Source: an optimization exercise on an open RTL-to-GDS flow (aim: small area). Production flows keep margins and buffers that such runs may drop.
The RTL was checked by simulation tests, not by an equivalence proof against the original design.

==> run H <==
## FPU_top_level
module FPU_top_level
(
 input         clk,
 input         nrst,
 input  [31:0] floating_point1,
 input  [31:0] floating_point2,
 input  [2:0]  frm,
 input  [6:0]  funct7,
 output [31:0] floating_point_out,
 output [4:0]  flags
 );
==> flow/config.mk <==
export PLATFORM = sky130hd
export DESIGN_NAME = FPU_top_level
export DESIGN_NICKNAME = FPU_top_level
export VERILOG_FILES = /design/flow/design.v
export SDC_FILE = /design/flow/constraint.sdc
export NUM_CORES = 4
export LEC_CHECK = 0
export ABC_AREA = 1
export CAP_MARGIN = 20
export CORE_MARGIN = 2
export CORE_UTILIZATION = 40
export SLEW_MARGIN = 20
==> flow/constraint.sdc <==
create_clock -name core_clock -period 10.0 [get_ports {clk}]
set_input_delay 2.0000 -clock core_clock [delete_from_list [all_inputs] [get_ports {clk}]]
set_output_delay 2.0000 -clock core_clock [all_outputs]
set_load 0.01 [all_outputs]
standard.sh (not shown) runs the stock make flow with config.mk's settings and CLKGATE_MAP_FILE= SYNTH_SCRIPT=/design/flow/synth_recipe.tcl, a recipe that flattens the netlist after the stock synthesis.
==> flow/flow/run.sh <==
#!/bin/bash
# Own layout flow: the standard synthesis, then full-adder polarity clean-up
# of the netlist (flow/fixinv.py: removes inverters between full adders; the
# registers are untouched), then the standard layout with the smallest buffer
# on the ports.  Each step's full output goes to a log file in this folder.
set -euo pipefail
W=$(pwd)
R=$W/orfs/results/$FLOW_PLATFORM/FPU_top_level/base

bash standard.sh synth > synth.log 2>&1

cp "$R/1_2_yosys.v" "$W/1_2_yosys.standard.v"
python3 flow/fixinv.py "$W/1_2_yosys.standard.v" "$R/1_2_yosys.v" > fixinv.log 2>&1
rm -f "$R/1_synth.odb" "$R/1_synth.sdc"

export BUFFER_PORTS_ARGS="-buffer_cell sky130_fd_sc_hd__buf_1"
bash standard.sh finish > layout.log 2>&1
Other scripts of this flow, unchanged in this note and not shown: flow/flow/fixinv.py
==> run Y: changes against run H <==
GPL_TIMING_DRIVEN = 0   (was not set)
==> run summary <==
Run Y finished clean. Run H finished clean. In area after synthesis, run H and run Y do not differ. Against run Y, the count of clock-buffer cells in the layout of run H is higher by 2. Against run H, the register-to-register slack of run Y is worse by 600 ps. Utilization: run H is lower than run Y (1.2 points).
==> figures <==
                                                              run Y           run H
Register-to-Register Path Depth                                  42              48
Largest net degree at the start of global routing                20             121
Minimum setup slack in the final design                      368 ps          455 ps
Run status                                           finished clean  finished clean
Half-perimeter wire length after detailed placement         83.4 mm         60.6 mm
Maximum fanout along the worst path                              10              22
Layout Utilization                                            44.5%           43.3%
M1 GR Usage                                                   51.9%           37.1%
Met3 Track Usage GR                                           11.4%           5.05%

* * *

==> inputs of build 43 <==
Another version of the RTL of FPU_top_level (not shown whole).
==> flow/config.mk <==
export PLATFORM = sky130hd
export DESIGN_NAME = FPU_top_level
export DESIGN_NICKNAME = FPU_top_level
export VERILOG_FILES = /design/flow/design.v
export SDC_FILE = /design/flow/constraint.sdc
export NUM_CORES = 4
export LEC_CHECK = 0
export ABC_AREA = 1
export CAP_MARGIN = 20
export CORE_MARGIN = 2
export CORE_UTILIZATION = 40
export SLEW_MARGIN = 20
==> flow/constraint.sdc <==
create_clock -name core_clock -period 10.0 [get_ports {clk}]
set_input_delay 2.0000 -clock core_clock [delete_from_list [all_inputs] [get_ports {clk}]]
set_output_delay 2.0000 -clock core_clock [all_outputs]
set_load 0.01 [all_outputs]
==> flow/flow/run.sh <==
#!/bin/bash
# Own layout flow:
#  1. the standard synthesis (bash standard.sh synth);
#  2. flow/fixinv.py: full-adder polarity clean-up (removes inverters between
#     full adders; registers untouched);
#  3. flow/reabc.tcl: ABC re-maps the other combinational cells for area;
#     cells whose pre-placement slack is below KEEP_NS (flow/slack.tcl,
#     flow/keepmark.py) and all registers and adders are left as they are;
#  4. the standard layout, with the smallest buffer on the ports and without
#     keeping global placement's timing-driven buffers.
# Each step's full output goes to a log file in this folder.
set -euo pipefail
W=$(pwd)
R=$W/orfs/results/$FLOW_PLATFORM/FPU_top_level/base
export PLATFORM_DIR=$FLOW_HOME/platforms/$FLOW_PLATFORM
export LIB=$PLATFORM_DIR/lib/sky130_fd_sc_hd__tt_025C_1v80.lib
KEEP_NS=${KEEP_NS:-0.5}

bash standard.sh synth > synth.log 2>&1

cp "$R/1_2_yosys.v" "$W/1_2_yosys.standard.v"
python3 flow/fixinv.py "$W/1_2_yosys.standard.v" "$W/1_2_yosys.fixinv.v" > fixinv.log 2>&1
NETIN=$W/1_2_yosys.fixinv.v SLACKOUT=$W/slack.txt \
  openroad -no_init -exit flow/slack.tcl > slack.log 2>&1
python3 flow/keepmark.py mark "$W/1_2_yosys.fixinv.v" "$W/slack.txt" "$KEEP_NS" "$W/1_2_yosys.marked.v" > keepmark.log 2>&1
NETIN=$W/1_2_yosys.marked.v NETOUT=$W/1_2_yosys.reabc_marked.v \
  ABC_SCRIPT='+strash;dch;map,-a;topo;upsize;dnsize' \
  yosys -c flow/reabc.tcl > reabc.log 2>&1
python3 flow/keepmark.py unmark "$W/1_2_yosys.reabc_marked.v" "$W/1_2_yosys.reabc.v" >> keepmark.log 2>&1
cp "$W/1_2_yosys.reabc.v" "$R/1_2_yosys.v"
rm -f "$R/1_synth.odb" "$R/1_synth.sdc"

export BUFFER_PORTS_ARGS="-buffer_cell sky130_fd_sc_hd__buf_1"
export GPL_KEEP_OVERFLOW=0
bash standard.sh finish > layout.log 2>&1
Other scripts of this flow, unchanged in this note and not shown: flow/flow/fixinv.py, flow/flow/keepmark.py, flow/flow/reabc.tcl, flow/flow/slack.tcl
==> inputs of build 25, as changes to build 43 <==
--- a/flow/flow/run.sh
+++ b/flow/flow/run.sh
@@ -16,3 +16,3 @@
 export LIB=$PLATFORM_DIR/lib/sky130_fd_sc_hd__tt_025C_1v80.lib
-KEEP_NS=${KEEP_NS:-0.5}
+KEEP_NS=${KEEP_NS:-1.0}
 
Settings changed: CORE_UTILIZATION 40 to 50.
==> notes <==
Build 25 produced a clean layout. Build 43 completed without violations.
Between build 25 and build 43, the lower synthesized area is in build 43 (gap about 0.3%, measured against build 43).
Synthesized cell count: build 43 is smaller than build 25 (0.61%).
Between build 43 and build 25, the lower design area is in build 25 (gap 1.4%, measured against build 25).
Between build 43 and build 25, the lower sequential share of layout area is in build 43 (gap 0.15 points).
Between build 25 and build 43, the lower routed wire length is in build 25 (gap 3.8%, measured against build 43).
Core utilization: build 25 is higher than build 43 (10 points).
==> figures <==
Result of the run: build 25 timing/DRC/antenna clean; build 43 timing/DRC/antenna clean
Instance count after placement with tap cells included: build 25 3092; build 43 3177
Average wire length per cell after detail routing: build 25 23.9 um; build 43 24.1 um
Startpoint of the lowest-slack hold path: build 25 r1_rmode[1]; build 43 r1_rmode[0]
Clock transition at the registers of the reported paths: build 25 0.08 ns; build 43 0.07 ns
Register area: build 25 0.00222 sq mm; build 43 0.00221 sq mm
Initial core utilization: build 25 0.506; build 43 0.406
Routed length on met3: build 25 10100 um; build 43 9230 um
Register share of the cell area: build 25 0.104; build 43 0.102

## port drivers added, routing unchanged
In the flow no input, the clock included, has a driving cell. The finished layouts below were timed again as built, in two steps.
Step 1 sets driving cells, clkbuf_16 on the clock port and buf_2 on the other inputs (assumed; they add their load-dependent delay and slew).
Step 2 moves the port delays by t, midway between the first and last clock arrival at a register: inputs arrive t later, outputs are due t later. That takes back most of the time a late clock gives input paths.
a / b / c = ideal ports / drivers / drivers and shift; a / b = the first two.
run	t (ns)	setup WS [ns]	hold slack, ns
run H	0.425	0.455 / 0.403 / 0.828	0.330 / 0.330 / 0.330
run Y	0.427	0.368 / 0.368 / 0.368	0.332 / 0.332 / 0.332
build 43	0.424	0.374 / 0.317 / 0.503	0.329 / 0.329 / 0.329
build 25	0.425	0.299 / 0.277 / 0.299	0.331 / 0.331 / 0.331
After both steps every run listed still meets setup and hold.
